What follows belongs to an exercise in optimizing a design on an open flow for small area; a production flow would make more cautious choices. The RTL was checked by simulation tests, not by an equivalence proof against the original design. Power is estimated from default activity; no workload was simulated. The flow treats the clock pin as an ideal source, which a real chip does not have.

## flow/design.v (module list and top-level ports; edited modules follow where they fit)
// module mul_s0: 611 lines
// module mul_s1: 579 lines
// module mul_s2: 579 lines
// module fa_cell: 4 lines
// module ha_cell: 4 lines
// module mult_mem_top: 86 lines
module mult_mem_top (
    input  logic        clk,
    input  logic        rst,
    input  logic        EN_mult,
    input  logic        EN_blockRead,
    input  logic [15:0] mult_input0,
    input  logic [15:0] mult_input1,
    output logic        RDY_mult,
    output logic        VALID_memVal,
    output logic [31:0] memVal_data
);
  // ...
==> flow/run.sh <==
#!/bin/bash
# synth_recipe.tcl (not shown) runs the flow's synth.tcl, then flattens the netlist and writes it again
# the make line also repeats each setting of config.mk as NAME=value (left out here)
make -C /OpenROAD-flow-scripts/flow DESIGN_CONFIG=/design/flow/config.mk WORK_HOME=/design/flow/orfs CLKGATE_MAP_FILE= SYNTH_SCRIPT=/design/flow/synth_recipe.tcl finish
==> flow/config.mk <==
export PLATFORM = sky130hd
export DESIGN_NAME = mult_mem_top
export DESIGN_NICKNAME = mult_mem_top
export VERILOG_FILES = /design/flow/design.v
export SDC_FILE = /design/flow/constraint.sdc
export NUM_CORES = 4
export LEC_CHECK = 0
export CAP_MARGIN = 0
export CORE_MARGIN = 2
export CORE_UTILIZATION = 65
export CTS_CLUSTER_DIAMETER = 100
export CTS_CLUSTER_SIZE = 30
export SLEW_MARGIN = 0
export SYNTH_HIERARCHICAL = 1
export SYNTH_MINIMUM_KEEP_SIZE = 0
==> flow/constraint.sdc <==
create_clock -name core_clock -period 4.5 [get_ports {clk}]
set_input_delay 0.9000 -clock core_clock [delete_from_list [all_inputs] [get_ports {clk}]]
set_output_delay 0.9000 -clock core_clock [all_outputs]
set_load 0.01 [all_outputs]
==> impl_metrics.csv, run 1 <==
group,metric,value,unit
placement,post_dp_cell_area,0.0584,mm^2
status,outcome,"finished clean",
setup_path,critical_path.slowest_cell,"fa_1",
pwr,clock_power_share,22.5,%
layout,multiInputGateArea,0.0132,mm^2
layout,num-clock-buffers,85,
setup_path,cp_slowest_stage_delay,0.48,ns
layout,area_share_clock_buf_inv,3.77,%
layout,layout.non_clock_buffers,163,
setup_path,crit_path_cell_trace,"buf_4, buf_4, and2_1, fa_1, fa_1, fa_1, ha_1, a211oi_2, nor2_2, o41ai_4, nand3_2, a31o_1, ha_1, nor2_2, xnor2_1, mux2_2",
layout,instances_no_fill,4859,
routing,highest-signal-layer,"met4",
timing,max_slew_margin,39.4,%
pwr,power_frac_seq,55.9,%
synthesis,fraction_of_the_mapped_netlist_area_in_simple_logic_gates,4.96,%
timing,report.final.hold_viol_count,0,
floorplan,die_outline_area,0.0893,mm^2
routing,vias_per_cell,4.93,
synthesis,yosys_register_bits,2104,
layout,register_with_the_highest_flop_count,"m",
routing,detailroute.wirelength.met2,37300,um
routing,dr.pass1.iters,4,
global_route,grt_use_total,18.5,%
pwr,switchingPower,10.2,mW
pwr,comb_power_share,21.5,%
pwr,dominant_power_group,"sequential cells",
cts,cts.hold.buffers_added,0,
setup_path,crit_family,"adder cells",
cts,cts.repair.resized,0,
layout,largest_reg_flops,2048,
synthesis,synth_enable_flop_cells,10,
pwr,internal_power,28.1,mW
cts,path_clk_slew,0.10,ns
pwr,clock_network_power,8.63,mW
==> run 2, diff against run 1 <==
--- a/flow/config.mk
+++ b/flow/config.mk
@@ -6,4 +6,5 @@
 export NUM_CORES = 4
 export LEC_CHECK = 0
+export ABC_AREA = 1
 export CAP_MARGIN = 0
 export CORE_MARGIN = 2
==> impl_metrics.csv, run 2 <==
group,metric,value,unit
status,outcome,"finished clean",
synthesis,top_post_synthesis_cells_by_count,"dfxtp_1 (2094), nand2_1 (846), inv_1 (420)",
routing,drc_violation_count_after_routing,0,
pwr,power.static_leakage,28.3,nW
timing,worst_pin_slew,1.15,ns
cts,postCtsSetupRepairBufs,0,
synthesis,synthDistinctLibCells,36,
pwr,comb_power_share,20.8,%
layout,multiInputGateArea,0.0120,mm^2
pwr,vdd_ir_drop_max,594,uV
synthesis,syn-cell-area,0.0571,mm^2
pwr,power.switching_fraction,27.5,%
setup_path,number_of_cell_instances_on_the_worst_register_to_register_path,19,
floorplan,dieHeight,300,um
synthesis,most_common_cell_in_the_netlist,"dfxtp_1",
floorplan,top_ports,70,
floorplan,die_w,300,um
timing,max_clock_freq,0.240,GHz
synthesis,yosys_register_bits,2104,
routing,antenna_left,0,
placement,numPortBuffers,69,
setup_path,worstReg2RegEnd,"m[57]",
timing,min_period_over_period,92.6,%
global_route,grt_remaining_overflow,0,
cts,clock_tree_sinks,2104,
setup_path,cp_slowest_stage_delay,0.59,ns
cts,cts_tree,"built",
layout,register_area,0.0422,mm^2
synthesis,synth.area.top_cells,"dfxtp_1 (73%), fa_1 (5.9%), nand2_1 (5.6%)",
synthesis,ys.warnings.count,7,
routing,dr.pass1.iters,5,
setup_path,setup.worst_path.end,"m[20]",
layout,largest_reg_flops,2048,
global_route,grt_use_total,17.9,%
pwr,clock_power_share,17.6,%
cts,cts.repair.resized,0,
synthesis,synth_sequential_area_ratio,74.0,%
layout,final_common_cell,"dfxtp_1",
timing,clock_skew,0.0246,ns
synthesis,synth_nets,4800,
floorplan,die_outline_area,0.0902,mm^2
synthesis,synth_enable_flop_cells,10,
synthesis,postSynth.topFlopCell,"dfxtp_1",
synthesis,post-synth-top-area-fraction,73.5,%
global_route,grt_pass1_wl,131000,um
pwr,power.total,48.4,mW
placement,place_ws,-0.372,ns
setup_path,critical_path.slowest_cell,"clkdlybuf4s50_1",
cts,cts.htree.levels,3,
setup_path,critPathCaptureType,"flip-flop",
setup_path,required,5.09,ns
placement,hpwl,52600,um
cts,root_buffer,"clkbuf_16",
layout,layout_common_cells,"dfxtp_1 (2094), nand2_1 (846), inv_1 (420)",
pwr,internal_power,35.1,mW
cts,insertion_delay,0.66,ns
routing,dr_total_vias,26500,
timing,report.final.hold_viol_count,0,
setup_path,rrSetupSlack,0.50,ns
run,max_cap_violations,0,
placement,gp_congestion,0.827,
setup_path,timing.critical_path.fanout_max,7,
routing,drt_first_iter_violations,1164,
cts,cts-buffers-inserted,81,
setup_path,critPathLaunch,"mult_input0[4]",
cts,path_clk_slew,0.10,ns
layout,nFillCells,6230,
setup_path,crit_type,"input pin to flip-flop",
setup_path,worst-endpoint-arrival,4.76,ns
floorplan,initial_utilization,65.7,%
cts,cts_buffer_depth,3,
routing,route.final.wire_length,79000,um
synthesis,postSynthAreaPerCell,12.7,um^2
layout,final_design_area_no_fill,0.0609,mm^2
layout,instances_no_fill,5687,
cts,cts.hold.buffers_added,0,
layout,nets,4836,
placement,post_dp_cell_area,0.0586,mm^2
synthesis,syn-instance-count,4482,
floorplan,core_area,0.0869,mm^2
layout,antenna_cells_inserted,0,
pwr,switchingPower,13.3,mW
synthesis,async_reset_ff_share,0,%
timing,finalWorstPathRequiredPeriod,4.17,ns
timing,final_critical_path_setup_slack,0.331,ns
pwr,p_per_area,795,mW/mm^2
layout,synthesis_to_finish_area_growth,6.71,%
setup_path,setup.worst_path.start_class,"input pin",
routing,vias_per_cell,4.66,
global_route,vias_in_the_first_global_route,26200,
timing,finalMaxSlewViolations,0,
setup_path,crit_path_cell_trace,"clkdlybuf4s50_1, nand2_1, inv_1, fa_1, fa_1, fa_1, ha_1, nand2_1, inv_1, a21oi_2, nand2_4, nand2_2, nand2_2, nand2_1, nand2_1, ha_1, nor2_1, xor2_1, nand2_1, nand2_1",
global_route,grt_antenna_before_repair,0,
placement,placedCellCount,5590,
layout,largest_registers,"m (2048), a0 (16), a1 (16)",
global_route,grt_max_degree,75,
timing,finalSetupViolations,0,
routing,drt-wirelength-per-cell,13.9,um
floorplan,rows,108,
layout,register_with_the_highest_flop_count,"m",
setup_path,cpMostUsedCell,"nand2_1",
min_path,hold_path_class,"flip-flop to flip-flop",
timing,worst_hold_slack,0.318,ns
setup_path,critical_path.reg2reg.startpoint,"m[24]",
synthesis,netlist.top_cell.by_area,"dfxtp_1",
timing,max_slew_margin,23.2,%
layout,drive_gt1_share,7.17,%
pwr,power_frac_seq,61.6,%
timing,rsz_0062_raised_after_global_routing,"false",
[run 2: cell count changes after synthesis, sizes merged, moves of 35 or more]
cell,previous run,this run
nor2,58,154
and2,264,3
buf,111,154
a22oi,128,0
inv,15,421
a221oi,0,61
a21oi,20,124
nand2,134,872
mux2,283,59
o21ai,18,95
nand4,35,0
nand3,7,58
[run 2: how the worst min path moves through the flow]
stage / startpoint / to / slack [ns] / depth (start not counted)
final: m[692] / m[724] / 0.32 / 0
after global placement: m[1281] / m[1313] / 0.31 / 0
after global routing: m[629] / m[661] / 0.32 / 0
after floorplan: m[968] / m[1000] / 0.31 / 0
after CTS: m[657] / m[689] / 0.31 / 0
after detailed placement: m[1292] / m[1324] / 0.31 / 0
[run 2: logic make-up after synthesis]
kind of cell    Yosys count  share of synthesized area [%]
flops                  2104                           74.0
compound gates          289                           3.40
mux                      59                           1.16
fa+ha+maj               282                           8.38
simple gates           1093                           7.58
buf+inv                 628                           5.07
xor+xnor                 27                          0.414
[run 2: stage by stage]
stage / setup TNS, ns / util (%)
after global routing: 0 / 70.1
after floorplan: 0 / -
final: 0 / 70.1
after global placement: -1.29 / 67.5
after CTS: 0 / 70.1
after detailed placement: -2.66 / 67.5
[run 2: worst max-delay path: cells and delay by family]
kind | cells | cell delay [ns]
AOI/OAI and AO/OA | 1 | 0.17
adders and majority gates | 5 | 2.02
xor gates and xnor gates | 1 | 0.15
buffers and inverters | 3 | 0.71
and+or+nand+nor | 10 | 0.78
[run 2: cell type report]
cell class	instances	share of cell area, %
well taps	1155	2.37
clock buffers	86	3.38
repair buffers	157	2.32
inverters	424	2.61
flip-flops and latches	2104	69.3
clock inverters	11	0.325
multi-input cells	1750	19.6
[run 2: power groups by stage]
stage / logic (mW) / registers (mW) / clock network (mW)
2_1_floorplan: 9.59 / 29.3 / 0
4_1_cts: 10.3 / 30.0 / 8.84
5_1_grt: 11.7 / 30.7 / 9.48
6_report: 10.1 / 29.8 / 8.54
3_5_place_dp: 10.2 / 30.3 / 0
3_3_place_gp: 10.0 / 29.9 / 0
[run 2: per-module statistics from Yosys, one instance, submodules excluded]
| module | cell area [um^2] | copies in the design |
|---|---|---|
| mul_s2 | 1430 | 1 |
| ha_cell | 12.5 | 73 |
| fa_cell | 20.0 | 167 |
| mul_s1 | 1400 | 1 |
| mult_mem_top | 48500 | 1 |
| mul_s0 | 1490 | 1 |
[run 2: per-layer routing]
| metal | part of all wire [%] | up-vias | wire, um | GRT usage, % |
|---|---|---|---|---|
| met5 | 0 | - | 0 | 0 |
| met4 | 1.5 | 0 | 1200 | 4.42 |
| met3 | 2.6 | 87 | 2080 | 2.36 |
| met2 | 45 | 229 | 35500 | 28.7 |
| met1 | 51 | 12500 | 40200 | 26.0 |
| li1 | - | 13700 | - | - |
==> module mult_mem_top, before the edit <==
module mult_mem_top (
    input  logic        clk,
    input  logic        rst,
    input  logic        EN_mult,
    input  logic        EN_blockRead,
    input  logic [15:0] mult_input0,
    input  logic [15:0] mult_input1,
    output logic        RDY_mult,
    output logic        VALID_memVal,
    output logic [31:0] memVal_data
);
    localparam logic [1:0] S_IDLE = 2'd0, S_CAP = 2'd1, S_FULL = 2'd2, S_READ = 2'd3;
    logic [1:0]  st;
    logic [6:0]  cnt;      
    logic [2:0]  rot;      
    logic [7:0]  tsel;     
    logic [63:0][31:0] m;  
    logic [21:0] l0;
    logic [26:0] l1;
    logic [31:0] prod;
    logic [15:0] a0, a1;
    logic        conv1, conv2;
    mul_s0 u_s0 (.a(mult_input0), .b(mult_input1[5:0]), .p(l0));
    mul_s1 u_s1 (.a(a0), .b(m[0][26:22]), .l(m[0][21:0]), .p(l1));
    mul_s2 u_s2 (.a(a1), .b(m[1][31:27]), .l(m[1][26:0]), .p(prod));
    logic idle, start, push, chain;
    assign idle  = rst || (st == S_IDLE);
    assign start = idle && EN_mult;
    assign push  = !idle && (st == S_CAP) && !cnt[6];
    assign chain = push || ((st == S_READ) && (cnt != 7'd0) && (rot == 3'd0));
    always_ff @(posedge clk) begin
        if (idle) begin
            RDY_mult     <= 1'b1;
            VALID_memVal <= 1'b0;
            cnt          <= 7'd0;
            st           <= EN_mult ? S_CAP : S_IDLE;
        end else begin
            case (st)
                S_CAP: begin
                    cnt <= cnt + 7'd1;
                    if (cnt == 7'd71) RDY_mult <= 1'b0;
                    if (cnt == 7'd73) st <= S_FULL;
                end
                S_FULL: begin
                    cnt <= 7'd0;
                    if (EN_blockRead) begin
                        st   <= S_READ;
                        tsel <= 8'd1 << (rot + 3'd1);
                    end
                end
                default: begin  
                    VALID_memVal <= 1'b1;
                    cnt <= cnt + 7'd1;
                    if (cnt == 7'd63) begin
                        RDY_mult <= 1'b1;
                        st       <= S_IDLE;
                    end
                end
            endcase
        end
    end
    always_ff @(posedge clk) begin
        if (start)      rot <= 3'd0;
        else if (!chain) rot <= rot + 3'd1;
    end
    always_ff @(posedge clk) begin
        a0    <= mult_input0;
        a1    <= a0;
        conv1 <= push;
        conv2 <= conv1;
        for (int g = 0; g < 8; g++) begin
            for (int j = (g == 0) ? 3 : 1; j < 8; j++)
                m[8*g+j] <= m[8*g+j-1];
        end
        m[0] <= push ? {mult_input1[15:6], l0} : m[7];
        m[1] <= conv1 ? {m[0][31:27], l1} : m[0];
        m[2] <= conv2 ? prod : m[1];
        for (int g = 1; g < 8; g++)
            m[8*g] <= chain ? m[8*g-1] : m[8*g+7];
    end
    always_comb begin
        memVal_data = '0;
        for (int i = 0; i < 8; i++)
            memVal_data = memVal_data | (m[56+i] & {32{tsel[i]}});
    end
endmodule
==> run 3, diff against run 2 <==
--- a/flow/design.v
+++ b/flow/design.v
@@ -1841,4 +1841,40 @@
         else if (!chain) rot <= rot + 3'd1;
     end
+    logic [63:0][31:0] d;   
+    logic [7:0][31:0]  dj;    
+    logic [7:0]        sj;    
+    logic [7:0][31:0]  aj;    
+    logic [7:0][31:0]  bj;
+    logic [31:0] d1, d2;
+    assign sj[0] = push;
+    assign aj[0] = {mult_input1[15:6], l0};
+    assign bj[0] = m[7];
+    for (genvar g = 1; g < 8; g++) begin : grp
+        assign sj[g] = chain;
+        assign aj[g] = m[8*g-1];
+        assign bj[g] = m[8*g+7];
+    end
+    for (genvar g = 0; g < 8; g++) begin : gw
+        for (genvar k = 0; k < 32; k++) begin : gb
+            mux2 u_j (.s(sj[g]), .sn(!sj[g]), .a(aj[g][k]), .b(bj[g][k]), .y(dj[g][k]));
+        end
+    end
+    for (genvar k = 0; k < 32; k++) begin : cb
+        if (k < 27)
+            mux2 u_c1 (.s(conv1), .sn(!conv1), .a(l1[k]), .b(m[0][k]), .y(d1[k]));
+        else
+            assign d1[k] = m[0][k];
+        mux2 u_c2 (.s(conv2), .sn(!conv2), .a(prod[k]), .b(m[1][k]), .y(d2[k]));
+    end
+    for (genvar w = 0; w < 64; w++) begin : wd
+        if (w == 1)
+            assign d[w] = d1;
+        else if (w == 2)
+            assign d[w] = d2;
+        else if (w % 8 == 0)
+            assign d[w] = dj[w/8];
+        else
+            assign d[w] = m[w-1];
+    end
     always_ff @(posedge clk) begin
         a0    <= mult_input0;
@@ -1846,13 +1882,5 @@
         conv1 <= push;
         conv2 <= conv1;
-        for (int g = 0; g < 8; g++) begin
-            for (int j = (g == 0) ? 3 : 1; j < 8; j++)
-                m[8*g+j] <= m[8*g+j-1];
-        end
-        m[0] <= push ? {mult_input1[15:6], l0} : m[7];
-        m[1] <= conv1 ? {m[0][31:27], l1} : m[0];
-        m[2] <= conv2 ? prod : m[1];
-        for (int g = 1; g < 8; g++)
-            m[8*g] <= chain ? m[8*g-1] : m[8*g+7];
+        m     <= d;
     end
     always_comb begin
@@ -1862,2 +1890,11 @@
     end
 endmodule
+module mux2 (
+    input  logic s,
+    input  logic sn,
+    input  logic a,
+    input  logic b,
+    output logic y
+);
+    assign y = (s & a) | (sn & b);
+endmodule
--- a/flow/config.mk
+++ b/flow/config.mk
@@ -6,5 +6,4 @@
 export NUM_CORES = 4
 export LEC_CHECK = 0
-export ABC_AREA = 1
 export CAP_MARGIN = 0
 export CORE_MARGIN = 2
==> impl_metrics.csv, run 3 <==
group,metric,value,unit
layout,layout_common_cells,"dfxtp_1 (2085), a22o_1 (316), and2_1 (261)",
routing,vias_per_cell,5.20,
routing,drc_violation_count_after_routing,0,
floorplan,die_outline_area,0.0868,mm^2
synthesis,syn-instance-count,3503,
pwr,vdd_ir_drop_max,520,uV
placement,place_ws,-0.759,ns
floorplan,dieHeight,295,um
synthesis,synth_compound_gate_area_share,7.87,%
setup_path,required,5.06,ns
layout,antenna_cells_inserted,0,
floorplan,initial_utilization,65.6,%
placement,gp_congestion,0.851,
synthesis,synth_nets,3821,
synthesis,postSynthAreaPerCell,15.7,um^2
synthesis,post-synth-top-area-fraction,76.4,%
synthesis,most_common_cell_in_the_netlist,"dfxtp_1",
global_route,vias_in_the_first_global_route,26100,
floorplan,core_area,0.0837,mm^2
floorplan,rows,106,
timing,finalWorstPathRequiredPeriod,4.35,ns
setup_path,rrSetupSlack,0.24,ns
pwr,power_frac_seq,57.4,%
synthesis,synthDistinctLibCells,45,
synthesis,async_reset_ff_share,0,%
global_route,grt_remaining_overflow,0,
timing,clock_skew,0.0235,ns
pwr,switchingPower,10.2,mW
synthesis,synth_sequential_area_ratio,76.9,%
timing,min_period_over_period,96.6,%
global_route,grt_antenna_before_repair,2,
setup_path,critPathCaptureType,"flip-flop",
timing,finalSetupViolations,0,
pwr,clock_power_share,22.8,%
layout,largest_registers,"m (2048), a0 (16), a1 (16)",
layout,drive_gt1_share,6.57,%
synthesis,syn-cell-area,0.0549,mm^2
setup_path,timing.critical_path.fanout_max,7,
layout,nets,3947,
layout,register_with_the_highest_flop_count,"m",
layout,nFillCells,5519,
routing,route.final.wire_length,88300,um
routing,drt-wirelength-per-cell,18.5,um
synthesis,synth.area.mux_share,0,%
timing,rsz_0062_raised_after_global_routing,"false",
routing,drt_first_iter_violations,1249,
layout,final_common_cell,"dfxtp_1",
cts,clock_tree_sinks,2104,
timing,worst_pin_slew,0.935,ns
synthesis,fraction_of_synthesized_cell_area_in_xor_and_xnor_cells,0.542,%
run,max_cap_violations,0,
pwr,p_per_area,633,mW/mm^2
cts,cts_tree,"built",
timing,max_clock_freq,0.230,GHz
pwr,power.static_leakage,24.4,nW
routing,dr.pass1.iters,5,
timing,final_critical_path_setup_slack,0.154,ns
setup_path,crit_type,"input pin to flip-flop",
cts,insertion_delay,0.67,ns
pwr,power.switching_fraction,27.1,%
synthesis,synth.area.top_cells,"dfxtp_1 (76%), fa_1 (6.1%), a22o_1 (5.0%)",
status,outcome,"finished clean",
placement,numPortBuffers,69,
synthesis,postSynth.topFlopCell,"dfxtp_1",
timing,finalMaxSlewViolations,0,
layout,fin_util,70.9,%
min_path,hold_path_class,"flip-flop to flip-flop",
timing,report.final.hold_viol_count,0,
cts,path_clk_slew,0.10,ns
synthesis,synth_enable_flop_cells,10,
synthesis,netlist.top_cell.by_area,"dfxtp_1",
global_route,grt_use_total,20.7,%
setup_path,worst-endpoint-arrival,4.90,ns
routing,antenna_left,0,
floorplan,die_w,295,um
cts,cts_buffer_depth,3,
pwr,comb_power_share,19.8,%
cts,cts-buffers-inserted,81,
synthesis,yosys_register_bits,2104,
routing,dr_total_vias,24800,
synthesis,post_synthesis_adder_cell_area_fraction,8.71,%
cts,root_buffer,"clkbuf_16",
global_route,grt_pass1_wl,141000,um
synthesis,ys.warnings.count,7,
pwr,internal_power,27.4,mW
synthesis,fraction_of_the_mapped_netlist_area_in_simple_logic_gates,4.41,%
placement,hpwl,57900,um
timing,max_slew_margin,37.7,%
cts,cts.htree.levels,3,
layout,largest_reg_flops,2048,
synthesis,top_post_synthesis_cells_by_count,"dfxtp_1 (2094), a22o_1 (316), and2_1 (264)",
floorplan,top_ports,70,
setup_path,setup.worst_path.start_class,"input pin",
layout,synthesis_to_finish_area_growth,8.16,%
synthesis,synth_top_family_by_area,"adder cells",
global_route,grt_max_degree,138,
==> run 3: worst max-delay path: stages <==
cell             delay (ns)
clkdlybuf4s50_1        0.47
buf_6                  0.12
and2_4                 0.14
fa_1                   0.44
fa_1                   0.57
fa_1                   0.46
ha_4                   0.26
a211oi_2               0.23
nor2_2                 0.08
o41ai_4                0.31
nand3_2                0.13
a31o_1                 0.21
ha_1                   0.19
nor2_2                 0.12
xnor2_1                0.07
a22o_1                 0.20
==> run 3: stage by stage <==
stage | hold slack (ns) | total power [mW] | cells | setup TNS (ns) | cell area, um^2
6_report | 0.313 | 37.6 | 4772 | 0 | 59400
5_1_grt | 0.315 | 39.6 | 4772 | 0 | 59400
4_1_cts | 0.307 | 37.8 | 4766 | 0 | 59200
3_5_place_dp | 0.312 | 29.4 | 4674 | -8.85 | 57000
3_3_place_gp | 0.310 | 29.1 | 4674 | -7.51 | 57000
2_1_floorplan | 0.310 | 28.4 | 3503 | -492.03 | 55000
==> run 3: Yosys stat by module (local to each module, per instance) <==
module / cells / copies in the design / flops+latches / cell area (um^2)
mul_s2: 190 / 1 / 0 / 1270
mul_s1: 185 / 1 / 0 / 1230
mul_s0: 197 / 1 / 0 / 1290
ha_cell: 1 / 73 / 0 / 12.5
mult_mem_top: 2376 / 1 / 2104 / 44100
fa_cell: 1 / 167 / 0 / 20.0
mux2: 1 / 315 / 0 / 8.76
==> run 3: cell type report <==
type | count | area (um^2) | share of cell area [%]
multi-input cells | 1256 | 11900 | 20.1
well taps | 1134 | 1420 | 2.39
clock inverters | 10 | 176 | 0.297
clock buffers | 82 | 2030 | 3.42
repair buffers | 167 | 1500 | 2.53
inverters | 19 | 82.6 | 0.139
flip-flops and latches | 2104 | 42200 | 71.1
==> run 3: logic make-up (layout without fill, tap and decap cells) <==
kind of cell / count (synthesis) / after routing
AOI/OAI and AO/OA: 523 / 523
xor gates and xnor gates: 34 / 34
adders and majority gates: 282 / 282
and+or+nand+nor: 417 / 417
buffers and inverters: 143 / 278
DFF: 2104 / 2104
==> run 3: final timing paths <==
kind / start / endpoint / cells past startpoint
worst min-delay path: m[1638] / m[1670] / 0
worst max-delay path: mult_input1[3] / m[20] / 16
worst max register to register: m[63] / m[94] / 15
worst min register to register: m[1638] / m[1670] / 0
==> run 3: repair_timing <==
action	in CTS	in global routing
pin swaps	0	13
endpoints found under the setup margin	3	22
hold endpoints to repair	0	0
resized for setup	1	36
setup buffers	0	6
hold buffers	0	0
==> run 3: power groups by stage <==
| stage | Sequential [mW] | Combinational (mW) | Clock (mW) |
|---|---|---|---|
| floorplan | 21.4 | 6.96 | 0 |
| global placement | 21.9 | 7.19 | 0 |
| detailed placement | 22.0 | 7.37 | 0 |
| CTS | 21.6 | 7.42 | 8.79 |
| global route | 21.8 | 8.41 | 9.43 |
| finish | 21.6 | 7.45 | 8.56 |
==> run 3: per-layer routing <==
metal  vias up  share of wire (%)  GRT usage (%)
li1      11900                  -              -
met2       435                 47           34.5
met3       145                3.6           2.93
met4         4                3.4           7.28
met1     12300                 46           28.0
met5         -              0.024              0
==> run 4, diff against run 3 <==
--- a/flow/config.mk
+++ b/flow/config.mk
@@ -8,5 +8,5 @@
 export CAP_MARGIN = 0
 export CORE_MARGIN = 2
-export CORE_UTILIZATION = 65
+export CORE_UTILIZATION = 75
 export CTS_CLUSTER_DIAMETER = 100
 export CTS_CLUSTER_SIZE = 30
==> impl_metrics.csv, run 4 <==
group,metric,value,unit
setup_path,crit_type,"input pin to flip-flop",
routing,drc_violation_count_after_routing,0,
synthesis,yosys_register_bits,2104,
min_path,min_path_cells,0,
placement,gp_congestion,0.857,
cts,insertion_delay,0.67,ns
pwr,p_per_area,650,mW/mm^2
setup_path,crit_path_cell_trace,"clkdlybuf4s50_1, and2_1, fa_1, fa_1, fa_1, ha_4, a21o_1, or2_1, a31oi_2, buf_4, inv_1, ha_1, nor2_1, xnor2_1, a22o_1",
setup_path,cp_slowest_stage_delay,0.57,ns
floorplan,dieHeight,275,um
synthesis,postSynth.topFlopCell,"dfxtp_1",
placement,post_dp_cell_area,0.0567,mm^2
cts,root_buffer,"clkbuf_16",
floorplan,rows,99,
routing,drt-wirelength-per-cell,22.7,um
routing,detailroute.wirelength.met2,53600,um
setup_path,number_of_cell_instances_on_the_worst_register_to_register_path,14,
timing,max_slew_margin,28.0,%
layout,layout_common_cells,"dfxtp_1 (2087), a22o_1 (316), and2_1 (262)",
global_route,grt_pass1_wl,164000,um
floorplan,die_outline_area,0.0754,mm^2
timing,max_clock_freq,0.228,GHz
cts,path_clk_slew,0.11,ns
global_route,grt_use_total,28.2,%
layout,antenna_cells_inserted,0,
setup_path,cpMostUsedCell,"fa_1",
floorplan,die_w,275,um
routing,vias_per_cell,5.64,
placement,numPortBuffers,69,
routing,drt_first_iter_violations,1709,
cts,cts-buffers-inserted,80,
global_route,vias_in_the_first_global_route,28200,
cts,cts_tree,"built",
floorplan,initial_utilization,75.5,%
routing,dr_total_vias,25800,
routing,met3WireLength,3800,um
pwr,vdd_ir_drop_max,505,uV
setup_path,timing.critical_path.fanout_max,7,
cts,cts_buffer_depth,3,
synthesis,syn-instance-count,3503,
global_route,grt_antenna_before_repair,1,
synthesis,synth.area.top_cells,"dfxtp_1 (76%), fa_1 (6.1%), a22o_1 (5.0%)",
run,max_cap_violations,0,
synthesis,syn-cell-area,0.0549,mm^2
synthesis,async_reset_ff_share,0,%
routing,drt-met1-wl,43500,um
min_path,hold_path_class,"flip-flop to flip-flop",
routing,route.final.wire_length,104000,um
placement,hpwl,59600,um
global_route,grt_remaining_overflow,0,
synthesis,netlist.top_cell.by_area,"dfxtp_1",
synthesis,post-synth-top-area-fraction,76.4,%
synthesis,postSynthAreaPerCell,15.7,um^2
timing,min_period_over_period,97.3,%
synthesis,most_common_cell_in_the_netlist,"dfxtp_1",
cts,clock_tree_sinks,2104,
layout,final_common_cell,"dfxtp_1",
status,outcome,"finished clean",
synthesis,synth_enable_flop_cells,10,
layout,nets,3929,
timing,finalWorstPathRequiredPeriod,4.38,ns
synthesis,top_post_synthesis_cells_by_count,"dfxtp_1 (2094), a22o_1 (316), and2_1 (264)",
setup_path,critPathCaptureType,"flip-flop",
layout,register_with_the_highest_flop_count,"m",
synthesis,ys.warnings.count,7,
setup_path,critical_path.slowest_cell,"clkdlybuf4s50_1",
timing,clock_skew,0.0294,ns
setup_path,worst-endpoint-arrival,4.94,ns
routing,antenna_left,0,
synthesis,synth_sequential_area_ratio,76.9,%
cts,cts.hold.buffers_added,0,
layout,drive_gt1_share,6.05,%
setup_path,required,5.06,ns
routing,highest-signal-layer,"met4",
cts,cts.htree.levels,3,
setup_path,setup.worst_path.start_class,"input pin",
pwr,power.static_leakage,24.3,nW
layout,largest_reg_flops,2048,
timing,worst_pin_slew,1.08,ns
pwr,power.total,38.3,mW
layout,largest_registers,"m (2048), a0 (16), a1 (16)",
timing,report.final.hold_viol_count,0,
layout,final_design_area_no_fill,0.0590,mm^2
global_route,grt_max_degree,143,
floorplan,top_ports,70,
timing,finalMaxSlewViolations,0,
timing,finalSetupViolations,0,
synthesis,synthDistinctLibCells,45,
floorplan,core_area,0.0727,mm^2
synthesis,synth_nets,3821,
routing,dr.pass1.iters,8,
layout,synthesis_to_finish_area_growth,7.48,%
[run 4: cell counts after synthesis]
No cell type changed its count.
[run 4: layer usage]
| metal | GRT usage, % | vias up |
|---|---|---|
| li1 | - | 11900 |
| met1 | 36.4 | 13000 |
| met2 | 50.4 | 690 |
| met3 | 3.35 | 211 |
| met4 | 8.31 | 0 |
| met5 | 0 | - |
[run 4: power by group]
part | switching (mW) | total (mW) | leakage (nW) | internal (mW)
sequential | 1.07 | 21.7 | 17.1 | 20.6
clock | 5.31 | 8.71 | 1.07 | 3.40
combinational | 4.43 | 7.96 | 6.20 | 3.53
total | 10.8 | 38.3 | 24.3 | 27.5
[run 4: worst paths after layout]
check | slack [ns] | to | startpoint
setup / recovery | 0.12 | m[12] | mult_input0[4]
hold / removal | 0.31 | m[1692] | m[1660]
setup reg to reg | 0.13 | m[94] | m[62]
hold reg to reg | 0.31 | m[1692] | m[1660]
[run 4: kinds of logic (layout without fill, tap and decap cells)]
group,count (synthesis),in the layout,synth area share (%)
XOR/XNOR,34,34,0.542
adder cells (fa/ha/maj),282,282,8.71
AND/OR/NAND/NOR,417,417,4.41
AO/OA/AOI/OAI,523,523,7.87
buffers and inverters,143,260,1.55
flip-flops,2104,2104,76.9
[run 4: stage by stage]
step	hold WS [ns]	instances	utilization (%)	setup TNS (ns)	setup WS (ns)
after global routing	0.315	4579	81.1	-0.00680	-0.00531
after CTS	0.312	4578	81.0	0	0.0228
after detailed placement	0.312	4487	78.0	-7.19	-0.619
final	0.311	4579	81.1	0	0.121
after global placement	0.310	4487	78.0	-6.89	-0.621
after floorplan	0.310	3503	-	-492.03	-2.20
[run 4: Yosys stat by module, one instance, submodules excluded]
module	cell area [um^2]	flops+latches	copies in the design	cells
mult_mem_top	44100	2104	1	2376
ha_cell	12.5	0	73	1
mul_s1	1230	0	1	185
mux2	8.76	0	315	1
mul_s2	1270	0	1	190
fa_cell	20.0	0	167	1
mul_s0	1290	0	1	197
[run 4: what timing repair did]
item | in CTS | in global routing
gates resized for setup | 2 | 28
gates cloned | 0 | 0
endpoints found under the setup margin | 8 | 17
setup buffers | 0 | 1
pin swaps | 0 | 2
[run 4: area by class of cell]
type | count | area [um^2]
Sequential cell | 2104 | 42200
Fill cell | 3406 | 13700
Multi-Input combinational cell | 1256 | 11900
Clock buffer | 85 | 2080
Timing Repair Buffer | 150 | 1350
Tap cell | 959 | 1200
Clock inverter | 6 | 106
Inverter | 19 | 82.6
[run 4: critical path: cells and delay by family]
family / cells / cell delay, ns
buffers and inverters: 3 / 0.75
AOI/OAI and AO/OA: 3 / 0.62
and+or+nand+nor: 3 / 0.61
xor gates and xnor gates: 1 / 0.07
adders and majority gates: 5 / 1.98
==> run 5, diff against run 4 <==
==> flow/flow/run.sh (new file) <==
#!/bin/bash
# The standard layout (standard.sh), with two changes: clock tree synthesis
# adds no dummy loads, and the port buffers are the smallest buffer cell
# (the resizer still sizes them up where timing or slew needs it).
# All tool output goes to standard.log in the work folder; ORFS also keeps
# each step's own log under orfs/logs/.
set -euo pipefail
export CTS_ARGS="-sink_clustering_enable -repair_clock_nets -dont_use_dummy_load -sink_clustering_size 30 -sink_clustering_max_diameter 100"
export BUFFER_PORTS_ARGS="-buffer_cell sky130_fd_sc_hd__buf_1"
bash standard.sh finish > standard.log 2>&1
==> flow/standard.sh (new file) <==
#!/bin/bash
# synth_recipe.tcl (not shown) runs the flow's synth.tcl, then flattens the netlist and writes it again
# the make line also repeats each setting of config.mk as NAME=value (left out here)
make -C /OpenROAD-flow-scripts/flow DESIGN_CONFIG=/design/flow/config.mk WORK_HOME=/design/flow/orfs CLKGATE_MAP_FILE= SYNTH_SCRIPT=/design/flow/synth_recipe.tcl "${@:-finish}"
--- a/flow/config.mk
+++ b/flow/config.mk
@@ -8,5 +8,5 @@
 export CAP_MARGIN = 0
 export CORE_MARGIN = 2
-export CORE_UTILIZATION = 75
+export CORE_UTILIZATION = 65
 export CTS_CLUSTER_DIAMETER = 100
 export CTS_CLUSTER_SIZE = 30
removed: flow/run.sh
==> impl_metrics.csv, run 5 <==
group,metric,value,unit
pwr,switchingPower,9.91,mW
cts,postCtsSetupRepairBufs,0,
pwr,power_frac_seq,58.2,%
synthesis,postSynthAreaPerCell,15.7,um^2
synthesis,postSynth.topFlopCell,"dfxtp_1",
setup_path,critPathCaptureType,"flip-flop",
floorplan,rows,106,
timing,tns,0,ns
global_route,grt_use_total,20.6,%
timing,worst_pin_slew,1.25,ns
timing,min_period_over_period,95.8,%
setup_path,crit_type,"flip-flop to flip-flop",
synthesis,synth_sequential_area_ratio,76.9,%
placement,post_dp_cell_area,0.0565,mm^2
synthesis,netlist.top_cell.by_area,"dfxtp_1",
cts,cts_tree,"built",
synthesis,synth.area.top_cells,"dfxtp_1 (76%), fa_1 (6.1%), a22o_1 (5.0%)",
cts,cts.hold.buffers_added,0,
cts,root_buffer,"clkbuf_16",
pwr,power.switching_fraction,26.7,%
synthesis,ys.warnings.count,7,
cts,cts_buffer_depth,3,
floorplan,core_area,0.0837,mm^2
timing,max_slew_margin,16.8,%
synthesis,top_post_synthesis_cells_by_count,"dfxtp_1 (2094), a22o_1 (316), and2_1 (264)",
layout,final_design_area_no_fill,0.0585,mm^2
synthesis,post-synth-top-area-fraction,76.4,%
synthesis,async_reset_ff_share,0,%
pwr,vdd_ir_drop_max,446,uV
pwr,clock_power_share,22.2,%
floorplan,die_outline_area,0.0868,mm^2
placement,hpwl,57400,um
timing,report.final.hold_viol_count,0,
global_route,grt_max_degree,111,
setup_path,crit_buf_inv,0,
global_route,grt_antenna_before_repair,2,
routing,drt_first_iter_violations,1284,
synthesis,synth_nets,3821,
layout,register_with_the_highest_flop_count,"m",
timing,rsz_0062_raised_after_global_routing,"false",
routing,dr.pass1.iters,5,
cts,insertion_delay,0.67,ns
routing,drc_violation_count_after_routing,0,
layout,synthesis_to_finish_area_growth,6.61,%
synthesis,synth_enable_flop_cells,10,
layout,layout_common_cells,"dfxtp_1 (2085), a22o_1 (316), and2_1 (262)",
placement,numPortBuffers,69,
timing,finalWorstPathRequiredPeriod,4.31,ns
pwr,power.static_leakage,24.0,nW
timing,worst_hold_slack,0.290,ns
pwr,p_per_area,634,mW/mm^2
layout,final_common_cell,"dfxtp_1",
global_route,vias_in_the_first_global_route,25700,
synthesis,yosys_register_bits,2104,
routing,drt-wirelength-per-cell,18.4,um
pwr,internal_power,27.2,mW
cts,cts.repair.resized,0,
setup_path,setup.worst_path.start_class,"flip-flop",
setup_path,crit_family,"adder cells",
cts,cts-buffers-inserted,81,
routing,dr_total_vias,24700,
min_path,hold_path_class,"flip-flop to flip-flop",
synthesis,synthDistinctLibCells,45,
layout,largest_reg_flops,2048,
setup_path,crit_path_cell_trace,"and2_1, fa_1, fa_1, fa_1, ha_1, a21o_1, or2_1, a31oi_1, o21ai_0, ha_1, nor2_1, xnor2_1, a22o_1",
setup_path,timing.critical_path.fanout_max,12,
cts,clock_tree_sinks,2104,
floorplan,die_w,295,um
routing,antenna_left,0,
timing,clock_skew,0.0654,ns
routing,vias_per_cell,5.20,
setup_path,worst-endpoint-arrival,4.84,ns
setup_path,required,5.03,ns
floorplan,dieHeight,295,um
placement,gp_congestion,0.848,
global_route,grt_pass1_wl,140000,um
run,max_cap_violations,0,
timing,max_clock_freq,0.232,GHz
status,outcome,"finished clean",
layout,nets,3929,
floorplan,top_ports,70,
setup_path,cpMostUsedCell,"fa_1",
layout,antenna_cells_inserted,0,
global_route,grt_remaining_overflow,0,
synthesis,syn-cell-area,0.0549,mm^2
layout,largest_registers,"m (2048), a0 (16), a1 (16)",
setup_path,critical_path.slowest_cell,"dfxtp_1",
synthesis,syn-instance-count,3503,
pwr,comb_power_share,19.6,%
layout,drive_gt1_share,5.65,%
cts,cts.htree.levels,3,
synthesis,most_common_cell_in_the_netlist,"dfxtp_1",
floorplan,initial_utilization,65.6,%
timing,finalMaxSlewViolations,0,
cts,path_clk_slew,0.11,ns
routing,route.final.wire_length,87500,um
setup_path,cp_slowest_stage_delay,0.63,ns
timing,finalSetupViolations,0,
[run 5: cell counts after synthesis]
No cell type changed its count.
[run 5: cell families (layout without fill, tap and decap cells)]
family	Yosys count	count (layout)	share of synthesized area, %
buf+inv	143	249	1.55
simple gates	417	417	4.41
compound gates	523	523	7.87
fa+ha+maj	282	282	8.71
flops	2104	2104	76.9
xor+xnor	34	34	0.542
[run 5: worst paths after layout]
path	start	end	slack, ns	cells after the start
worst min register to register	m[885]	m[917]	0.29	0
worst min-delay path	m[885]	m[917]	0.29	0
worst max-delay path	m[61]	m[90]	0.19	13
worst max register to register	m[61]	m[90]	0.19	13
[run 5: routing by layer]
metal / share of wire [%] / vias up / track usage [%]
li1: - / 11900 / -
met1: 46 / 12200 / 28.3
met2: 46 / 434 / 33.6
met3: 3.9 / 136 / 3.11
met4: 3.3 / 2 / 7.13
met5: 0.0080 / - / 0
[run 5: through the flow]
stage                     utilization, %  setup slack [ns]  power, mW  instances
final                               69.9             0.190       37.1       4743
after global routing                69.9            0.0302       39.2       4743
after CTS                           69.9            0.0404       37.4       4743
after detailed placement            67.5            -0.467       29.3       4662
after global placement              67.5            -0.368       29.1       4662
after floorplan                        -             -2.20       28.4       3503
[run 5: per-module statistics from Yosys, one instance, submodules excluded]
module / copies in the design / cells inside / cell area, um^2 / flip-flops and latches
mul_s0: 1 / 197 / 1290 / 0
mult_mem_top: 1 / 2376 / 44100 / 2104
ha_cell: 73 / 1 / 12.5 / 0
mul_s1: 1 / 185 / 1230 / 0
mux2: 315 / 1 / 8.76 / 0
fa_cell: 167 / 1 / 20.0 / 0
mul_s2: 1 / 190 / 1270 / 0
[run 5: power by group through the flow]
stage	sequential, mW	combinational (mW)	clock (mW)
4_1_cts	21.6	7.32	8.45
2_1_floorplan	21.4	6.96	0
5_1_grt	21.8	8.29	9.09
3_5_place_dp	22.0	7.26	0
3_3_place_gp	22.0	7.08	0
6_report	21.6	7.28	8.22
[run 5: area by class of cell]
cell class	count	area, um^2
flip-flops and latches	2104	42200
repair buffers	149	875
well taps	1134	1420
clock buffers	81	2030
multi-input cells	1256	11900
fillers	5615	25200
inverters	19	82.6

[re-timing with driven ports]
The flow's constraints put no driver on any port. The routed layouts listed below were extracted and timed again, unchanged, in two steps.
Step 1: set_driving_cell puts a clkbuf_16 on clk and a buf_2 on each other input, an assumption about the parent block.
Step 2 times the ports against the registers' clock, not the clock port: input delays grow and output delays shrink by t, the midpoint of the rising clock arrivals with the driver on.
a / b / c = ideal / step 1 / step 2; a / b = the first two.
| run | t (ns) | setup WS [ns] | worst hold slack (ns) | latest minus earliest clock arrival (ns) | worst slew at a driven data input, ns |
|---|---|---|---|---|---|
| run 1 | 0.710 | 0.168 / 0.168 / -0.433 | 0.312 / 0.312 / 0.312 | 0.048 / 0.048 | 0.04 |
| run 2 | 0.712 | 0.331 / 0.373 / -0.339 | 0.318 / 0.318 / 0.318 | 0.032 / 0.031 | 0.04 |
| run 3 | 0.720 | 0.154 / 0.191 / -0.530 | 0.313 / 0.313 / 0.313 | 0.028 / 0.027 | 0.06 |
| run 4 | 0.724 | 0.121 / 0.135 / -0.563 | 0.311 / 0.311 / 0.311 | 0.034 / 0.035 | 0.06 |
| run 5 | 0.699 | 0.190 / 0.190 / -0.432 | 0.290 / 0.290 / 0.290 | 0.071 / 0.071 | 0.06 |
Met with ideal ports but missed after step 2: setup timing in every run listed.
